This is an optimization exercise on Yosys and OpenROAD, whose aim is a short achievable clock period and few clock cycles, not a production implementation. Only simulation tests tie the RTL to the original design; equivalence was not proved. Power and IR drop assume default switching activity.

==> design.v <==
`timescale 1ns / 1ps
module dec (
    input  [31:0] ir,
    output        rwe,       
    output        mwe,       
    output        ld,
    output        br,        
    output        bne,
    output        jmp,
    output        use_rs,
    output        use_rt,
    output [4:0]  dst,
    output [6:0]  aluop      
);
  wire [5:0] op = ir[31:26];
  wire [5:0] fn = ir[5:0];
  wire is_r    = (op == 6'b000000);
  wire is_addi = (op == 6'b001000);
  wire is_andi = (op == 6'b001100);
  wire is_lw   = (op == 6'b100011);
  wire is_sw   = (op == 6'b101011);
  wire is_beq  = (op == 6'b000100);
  wire is_bne  = (op == 6'b000101);
  assign jmp = (op == 6'b000010);
  assign rwe = is_r | is_addi | is_andi | is_lw;
  assign mwe = is_sw;
  assign ld  = is_lw;
  assign br  = is_beq | is_bne;
  assign bne = is_bne;
  assign use_rs = rwe | is_sw | br;
  assign use_rt = is_r | is_sw | br;
  assign dst = is_r ? ir[15:11] : ir[20:16];
  reg [6:0] a;
  always @* begin
    a = 7'b0;
    if (is_r) begin
      case (fn)
        6'b100000, 6'b100001: a[0] = 1'b1;
        6'b100010, 6'b100011: a[1] = 1'b1;
        6'b100101: a[3] = 1'b1;
        6'b100110: a[4] = 1'b1;
        6'b100111: a[5] = 1'b1;
        6'b101010, 6'b101011: a[6] = 1'b1;
        default: a[2] = 1'b1;
      endcase
    end else if (is_andi) a[2] = 1'b1;
    else a[0] = 1'b1;
  end
  assign aluop = a;
endmodule
module alu (
    input  [31:0] a,
    input  [31:0] b,
    input  [6:0]  op,
    output [31:0] y
);
  wire [32:0] diff = {1'b0, a} - {1'b0, b};
  assign y = ({32{op[0]}} & (a + b)) |
             ({32{op[1]}} & diff[31:0]) |
             ({32{op[2]}} & (a & b)) |
             ({32{op[3]}} & (a | b)) |
             ({32{op[4]}} & (a ^ b)) |
             ({32{op[5]}} & (a | ~b)) |
             ({31'b0, op[6] & diff[32]});
endmodule
module top (
    input         clk,
    input         rst,
    output [31:0] imem_addr,
    input  [31:0] imem_data,
    output        reg_we,
    output [ 4:0] reg_waddr,
    output [31:0] reg_wdata,
    output        mem_we,
    output [ 4:0] mem_addr,
    output [31:0] mem_wdata
);
  localparam QN = 3;   
  reg [31:0] pc;
  reg [31:0] rf[0:31];
  reg [31:0] dm[0:31];
  reg [31:0] ic_data[0:31];
  reg [24:0] ic_tag[0:31];
  reg [31:2] ic_tgt[0:31];
  reg [2:0]  ic_fl[0:31];    
  reg [31:0] ic_v;
  reg        vA, vB;             
  reg        rweA, rweB, mweA, mweB, ldA, ldB, brA, brB, bneA, bneB, prA, prB;
  reg [4:0]  dstA, dstB, immA, immB;
  reg [31:0] aA, bA, sdA, aB, bB, sdB, altA, altB;
  reg [6:0]  opA, opB;
  wire [31:0] resA, resB;
  wire [31:0] pc4 = pc + 32'd4;
  wire [31:0] pc8 = pc + 32'd8;
  wire [31:0] i0 = imem_data;
  wire [4:0] ic_idx = pc[6:2];
  wire [31:0] i1 = ic_data[ic_idx];
  wire hit1 = ic_v[ic_idx] && (ic_tag[ic_idx] == pc4[31:7]);
  wire [31:0] tgt1 = {ic_tgt[ic_idx], 2'b00};
  wire pt1 = ic_fl[ic_idx][2];
  wire c_rwe1 = ic_fl[ic_idx][1];
  wire c_mem1 = ic_fl[ic_idx][0];
  wire rwe0, mwe0, ld0, br0, bne0, j0, urs0, urt0;
  wire rwe1, mwe1, ld1, br1, bne1, j1, urs1, urt1;
  wire [4:0] dst0, dst1;
  wire [6:0] op0, op1;
  dec d0 (.ir(i0), .rwe(rwe0), .mwe(mwe0), .ld(ld0), .br(br0), .bne(bne0), .jmp(j0),
          .use_rs(urs0), .use_rt(urt0), .dst(dst0), .aluop(op0));
  dec d1 (.ir(i1), .rwe(rwe1), .mwe(mwe1), .ld(ld1), .br(br1), .bne(bne1), .jmp(j1),
          .use_rs(urs1), .use_rt(urt1), .dst(dst1), .aluop(op1));
  wire [4:0] rs0 = i0[25:21], rt0 = i0[20:16];
  wire [4:0] rs1 = i1[25:21], rt1 = i1[20:16];
  wire [31:0] simm0 = {{16{i0[15]}}, i0[15:0]};
  wire [31:0] simm1 = {{16{i1[15]}}, i1[15:0]};
  wire [31:0] r0a = (rweB && dstB == rs0) ? resB : (rweA && dstA == rs0) ? resA : rf[rs0];
  wire [31:0] r0b = (rweB && dstB == rt0) ? resB : (rweA && dstA == rt0) ? resA : rf[rt0];
  wire [31:0] r1a = (rweB && dstB == rs1) ? resB : (rweA && dstA == rs1) ? resA : rf[rs1];
  wire [31:0] r1b = (rweB && dstB == rt1) ? resB : (rweA && dstA == rt1) ? resA : rf[rt1];
  wire bt_0 = br0 && ((rs0 == rt0) ? !bne0 : i0[15]);    
  wire pt0 = j0 || bt_0;
  wire [31:0] bt0 = pc4 + {simm0[29:0], 2'b00};
  wire [31:0] jt0 = {pc4[31:28], i0[25:0], 2'b00};
  wire [31:0] tgt0 = j0 ? jt0 : bt0;
  reg [2:0] qn;                        
  wire [1:0] k2 = rweA + rweB;         
  wire [2:0] qsum = qn + k2;
  wire [2:0] qn_ub = (qsum == 0) ? 3'd0 : qsum - 3'd1;
  wire room2 = (qn_ub <= QN - 1);      
  wire dep = rwe0 && ((urs1 && rs1 == dst0) || (urt1 && rt1 == dst0));
  wire pair = hit1 && !pt0 && !dep && !((mwe0 | ld0) && c_mem1) &&
              (room2 || !(rwe0 && c_rwe1));
  wire eqA = (aA == sdA);
  wire eqB = (aB == sdB);
  wire mispA = vA && brA && ((bneA ^ eqA) != prA);
  wire mispB = vB && brB && ((bneB ^ eqB) != prB);
  wire misp = mispA || mispB;
  wire [31:0] alt = mispA ? altA : altB;
  wire okB = vB && !mispA;             
  wire [31:0] next_pc = rst ? 32'd0 :
                        misp ? alt :
                        pt0 ? tgt0 :
                        !pair ? pc4 :
                        pt1 ? tgt1 : pc8;
  wire go = !rst && !misp;
  always @(posedge clk) begin
    pc <= next_pc;
    vA <= go;
    rweA <= go && rwe0;
    mweA <= go && mwe0;
    brA <= go && br0;
    ldA <= ld0;
    bneA <= bne0;
    prA <= bt_0;
    altA <= bt_0 ? pc4 : bt0;
    dstA <= dst0;
    immA <= i0[4:0];
    aA <= r0a;
    bA <= (rwe0 && !ld0 && i0[31:26] != 6'b000000) ? simm0 : r0b;
    sdA <= r0b;
    opA <= op0;
    vB <= go && pair;
    rweB <= go && pair && rwe1;
    mweB <= go && pair && mwe1;
    brB <= go && pair && br1;
    ldB <= ld1;
    bneB <= bne1;
    prB <= pt1;
    altB <= pt1 ? pc8 : tgt1;
    dstB <= dst1;
    immB <= i1[4:0];
    aB <= r1a;
    bB <= (rwe1 && !ld1 && i1[31:26] != 6'b000000) ? simm1 : r1b;
    sdB <= r1b;
    opB <= op1;
  end
  wire [4:0] fidx = pc[6:2] - 5'd1;
  always @(posedge clk) begin
    if (rst) ic_v <= 32'b0;
    else ic_v[fidx] <= 1'b1;
    if (!rst) begin
      ic_data[fidx] <= i0;
      ic_tag[fidx] <= pc[31:7];
      ic_tgt[fidx] <= tgt0[31:2];
      ic_fl[fidx] <= {pt0, rwe0, mwe0 | ld0};
    end
  end
  wire [31:0] aluA, aluB;
  alu ua (.a(aA), .b(bA), .op(opA), .y(aluA));
  alu ub (.a(aB), .b(bB), .op(opB), .y(aluB));
  wire [4:0] maA = aA[4:0] + immA;
  wire [4:0] maB = aB[4:0] + immB;
  assign resA = ldA ? dm[maA] : aluA;
  assign resB = ldB ? dm[maB] : aluB;
  wire wA = rweA;
  wire wB = rweB && okB;
  wire sA = mweA;
  wire sB = mweB && okB;
  wire [4:0] st_addr = sA ? maA : maB;
  wire [31:0] st_data = sA ? sdA : sdB;
  always @(posedge clk) begin
    if (wA) rf[dstA] <= resA;
    if (wB) rf[dstB] <= resB;
    if (sA || sB) dm[st_addr] <= st_data;
  end
  reg        o_rwe;
  reg [36:0] o_r;
  reg [36:0] q[0:QN-1];
  wire [36:0] eA = {dstA, resA};
  wire [36:0] eB = {dstB, resB};
  wire [1:0] k = wA + wB;
  wire [2:0] tot = qn + k;             
  wire [36:0] eAB = wA ? eA : eB;
  wire [36:0] el0 = (qn > 0) ? q[0] : eAB;
  wire [36:0] el1 = (qn > 1) ? q[1] : (qn == 1) ? eAB : eB;
  wire [36:0] el2 = (qn > 2) ? q[2] : (qn == 2) ? eAB : eB;
  wire [36:0] el3 = (qn == 3) ? eAB : eB;
  always @(posedge clk) begin
    if (rst) begin
      o_rwe <= 1'b0;
      qn <= 3'd0;
    end else begin
      o_rwe <= (tot != 0);
      if (tot != 0) qn <= tot - 3'd1;
      else qn <= 3'd0;
    end
    o_r <= el0;
    q[0] <= el1;
    q[1] <= el2;
    q[2] <= el3;
  end
  reg        o_mwe;
  reg [4:0]  o_maddr;
  reg [31:0] o_mwdata;
  always @(posedge clk) begin
    o_mwe <= (sA || sB) && !rst;
    o_maddr <= st_addr;
    o_mwdata <= st_data;
  end
  assign imem_addr = pc;
  assign reg_we    = o_rwe & ~rst;
  assign reg_waddr = o_r[36:32];
  assign reg_wdata = o_r[31:0];
  assign mem_we    = o_mwe & ~rst;
  assign mem_addr  = o_maddr;
  assign mem_wdata = o_mwdata;
endmodule
==> flow/run.sh <==
#!/bin/bash
# The standard layout, with timing repair aiming below the clock period:
# repair_timing works until the setup slack reaches the margin given here.
set -euo pipefail
bash standard.sh SETUP_SLACK_MARGIN=6.3 finish > make_finish.log 2>&1
==> standard.sh <==
#!/bin/bash
# synth_recipe.tcl (not shown) runs the flow's synth.tcl, then flattens the netlist and writes it again
# the make line also repeats each setting of config.mk as NAME=value (left out here)
make -C /OpenROAD-flow-scripts/flow DESIGN_CONFIG=/design/flow/config.mk WORK_HOME=/design/flow/orfs CLKGATE_MAP_FILE= SYNTH_SCRIPT=/design/flow/synth_recipe.tcl "${@:-finish}"
==> config.mk <==
export PLATFORM = sky130hd
export DESIGN_NAME = top
export DESIGN_NICKNAME = top
export VERILOG_FILES = /design/flow/design.v
export SDC_FILE = /design/flow/constraint.sdc
export NUM_CORES = 4
export LEC_CHECK = 0
export ABC_CLOCK_PERIOD_IN_PS = 3000
export CAP_MARGIN = 20
export CORE_MARGIN = 2
export CORE_UTILIZATION = 55
export PLACE_DENSITY = 0.65
export SETUP_SLACK_MARGIN = 5
export SLEW_MARGIN = 20
==> constraint.sdc <==
create_clock -name core_clock -period 11.0 [get_ports {clk}]
set_input_delay 2.2000 -clock core_clock [delete_from_list [all_inputs] [get_ports {clk}]]
set_output_delay 2.2000 -clock core_clock [all_outputs]
set_load 0.01 [all_outputs]
==> results.ini <==
[sta]
hold_viol_final=0
clock_skew_ns=0.0804
worst_slew_pin_slew_ns=1.36
setup_tns_ns=0
max_freq_mhz=198
min_period_over_period_pct=46.0
maxSlewViolCount=0
slew_headroom_pct=9.02
finalSetupViolations=0
grt_setup_unrepaired=true
period_needed_ns=5.06
setup_ws_ns=5.94

[cts]
numCtsBuffers=586
htreeDepth=6
cts.clk_slew.worst_paths_ns=0.06
clock_sinks=5486
cts_buffer_depth=4
clock_latency_ns=1.12
cts_tree=built
root_buffer=clkbuf_16
postCtsHoldBufs=0

[worst_hold_path]
hold_path.class=reg2reg
whs_endpoint=q[0][26]
whs_path_depth=2
min_from=q[1][26]

[routing]
final_antenna_net_count=0
vias=196000
routed_wl_um=1090000
vias_per_cell=7.45
wl_per_cell_um=41.4
drc=0
drt-initial-drc-count=35400
drt-pass1-iter-count=11

[layout]
nets=19700
fin_cells=26400
fill_cells=35800
drive_gt1_share_pct=24.7
syn2layout_area_growth_pct=14.7
fin_area_um2=313000

[grt]
grt_pass1_wl_um=1470000
grt_max_degree=106
overflow=0
grt_pass1_vias=183000
grt_use_total_pct=42.1
antenna_found_initial=74

[placed_design]
io_buffer_count=141
gp_congestion=0.984
hpwl_um=594000
dp_worst_setup_slack_ns=4.03
postPlaceCellArea_um2=283000
numPlacedInstances=24800

[worst_setup_path]
start_kind=input pin
cp_cell_sequence=buf_12, buf_6, buf_6, mux4_2, mux4_2, mux2i_4, nand2_1, nand3_1, o21ai_0, mux2_2
reg2reg_to=rf[18][1]
slowest_delay_ns=0.73
crit_buf_inv=3
crit_type=in2reg
worstRegToRegCells=11
worstSetupEndpointType=flip-flop
required_ns=11.95
rrSetupSlack_ns=6.08
cp.arrival_ns=6.01
critPathTopFamily=multiplexers
rr_startpoint=aA[24]
crit_start=imem_data[17]
cp_slowest_cell=mux2i_4
cp_num_cells=10
worst-path-max-fanout=61

[floorplanning]
die_w_um=708
fp.dieH_um=708
dieArea_um2=502000
core_area_um2=494000
ios=142
rows=258
initial_core_util_pct=55.2

[yosys]
synth_edf_count=4928
synth_cell_type_count=103
async_reset_ff_share_pct=0
syn_area_per_cell_um2=14.2
syn_nets=19600
synthTopCellsByArea=edfxtp_1 54%, mux4_2 16%, mux2i_1 4.4%, nand2_1 4.4%, dfxtp_1 4.1%
yosysWarnings=3
yosysTopAreaCellShare_pct=54.2
ys_seq_area_share_pct=58.3
netlist_instances=19200
synth_commonest_cells=4928 x edfxtp_1, 3198 x nand2_1, 1976 x mux4_2
synth-seq-cells=5486
yosys.area.top_type=edfxtp_1
synth_flop_cell=edfxtp_1
synth_area_um2=273000
yosysMostFrequentCell=edfxtp_1

[power]
power_density_nw_per_um2=238
p_leak_nw=107
ir_drop_mv=0.352
power_mw=74.4

[flow_run]
drv_cap=0

[status]
status=timing/DRC/antenna clean

-- worst register-to-register path: stages, from the launching register on --
cell,delay [ns]
dfxtp_2,0.55
xor2_1,0.17
nor4_4,0.62
nand4_1,0.26
nor2_4,0.29
xnor2_1,0.10
and3_2,0.29
nor4bb_1,0.48
nand2_1,0.11
buf_4,0.31
o22ai_4,0.24
buf_4,1.05
-- cell type report --
type                       count  area [um2]  share of cell area [%]
antenna                       65         163                  0.0520
clock inverter               298        2940                   0.940
timing repair buffer        1147       14600                    4.68
multi-input combinational  11800      111000                    35.4
sequential                  5486      159000                    50.9
clock buffer                 772       16000                    5.11
tap                         6500        8130                    2.60
inverter                     285        1100                   0.351
-- registers in the layout, indices dropped and copies added (netlist names), 32 cells and up --
register  flops
pc           32
aB           32
aA           32
q           111
o_mwdata     32
o_r          37
rf         1024
ic_data    1024
sdA          32
bB           32
dm         1024
bA           32
altB         32
ic_v         32
altA         32
ic_tgt      960
sdB          32
ic_fl        96
ic_tag      800
-- cells in the final DEF (no fill, tap or decap), types with 58 or more instances in the layout --
master           count
clkbuf_1           136
nor2_1             357
buf_16              76
a21oi_1            385
o21ai_0            421
mux2i_1           1168
edfxtp_1          4928
buf_6              168
a211oi_1            73
clkbuf_16          631
clkinv_2            93
inv_1              267
nor2_4              97
nor3_1              83
a21o_1              58
xor2_1             118
buf_12             118
buf_4              524
diode_2             65
nand2_1           3165
mux2_2             295
nand4_1             66
clkinv_1           109
ha_1               290
and3_1             177
o211ai_1           296
o22ai_1            108
a31oi_1            118
mux4_2            1976
clkdlybuf4s50_1    103
dfxtp_1            516
nand3_1            863
xnor2_1            107
a311oi_1           183
-- cell families (layout without fill, tap and decap cells) --
group | count (synthesis) | count (layout) | share of synthesized area (%)
flip-flops | 5486 | 5486 | 58.3
AND/OR/NAND/NOR | 5270 | 5287 | 8.37
multiplexers | 3480 | 3486 | 22.0
AO/OA/AOI/OAI | 2439 | 2445 | 6.12
buffers and inverters | 1951 | 2502 | 2.89
adder cells (fa/ha/maj) | 315 | 315 | 1.47
XOR/XNOR | 263 | 264 | 0.844
other | 0 | 65 | 0
-- power by group --
part           internal [mW]  switching (mW)
Sequential              24.8           0.823
Combinational           9.71            19.3
Clock                   11.1            8.62
-- metal layers --
layer,part of all wire [%],GRT usage (%)
met1,34,54.3
met2,43,60.4
met3,15,14.3
met4,8.8,28.8
met5,0.051,0.211
-- repair_timing --
action                     4_1_cts  5_1_grt
pin swaps                      109       66
gates resized for setup        736      324
setup endpoints to repair     5945     2455
cloned                          77       41
setup buffers                  217       84
-- metrics by stage --
step / util (%) / hold slack [ns]
floorplan: - / 0.392
global placement: 57.3 / 0.404
detailed placement: 57.4 / 0.404
CTS: 62.7 / 0.424
global route: 63.3 / 0.442
finish: 63.3 / 0.398
-- how the worst max path moves through the flow --
stage                                 to  slack, ns
after global placement            pc[30]       4.03
after floorplan           ic_data[11][0]       5.40
after CTS                         reg_we       6.03
after detailed placement           aB[0]       4.03
final                              bA[8]       5.94
after global routing              pc[28]       6.04
Testbench counts, summed over its fixed seeds: cycles 86,259.

==> re-timing with driven ports <==
The results above use ideal ports. As a check the final layout listed here was re-extracted and re-timed, cells and wires unchanged.
Step 1 sets driving cells, clkbuf_16 on the clock port and buf_2 on the other inputs (assumed; they add their load-dependent delay and slew).
Step 2 times the ports against the registers' clock, not the clock port: input delays grow and output delays shrink by t, the midpoint of the rising clock arrivals with the driver on.
a / b / c = ideal / step 1 / step 2; a / b = the first two.
t, ns: 1.206
setup WS [ns]: 5.942 / 5.833 / 4.627
worst setup path at the end: input to register
clock arrival spread, ns: 0.080 / 0.081
worst register clock-pin slew, ns: 0.07 / 0.07
After both steps setup and hold are still met in this run. The setup slack of this run moves by -0.109 ns with the drivers and by -1.315 ns with both steps.
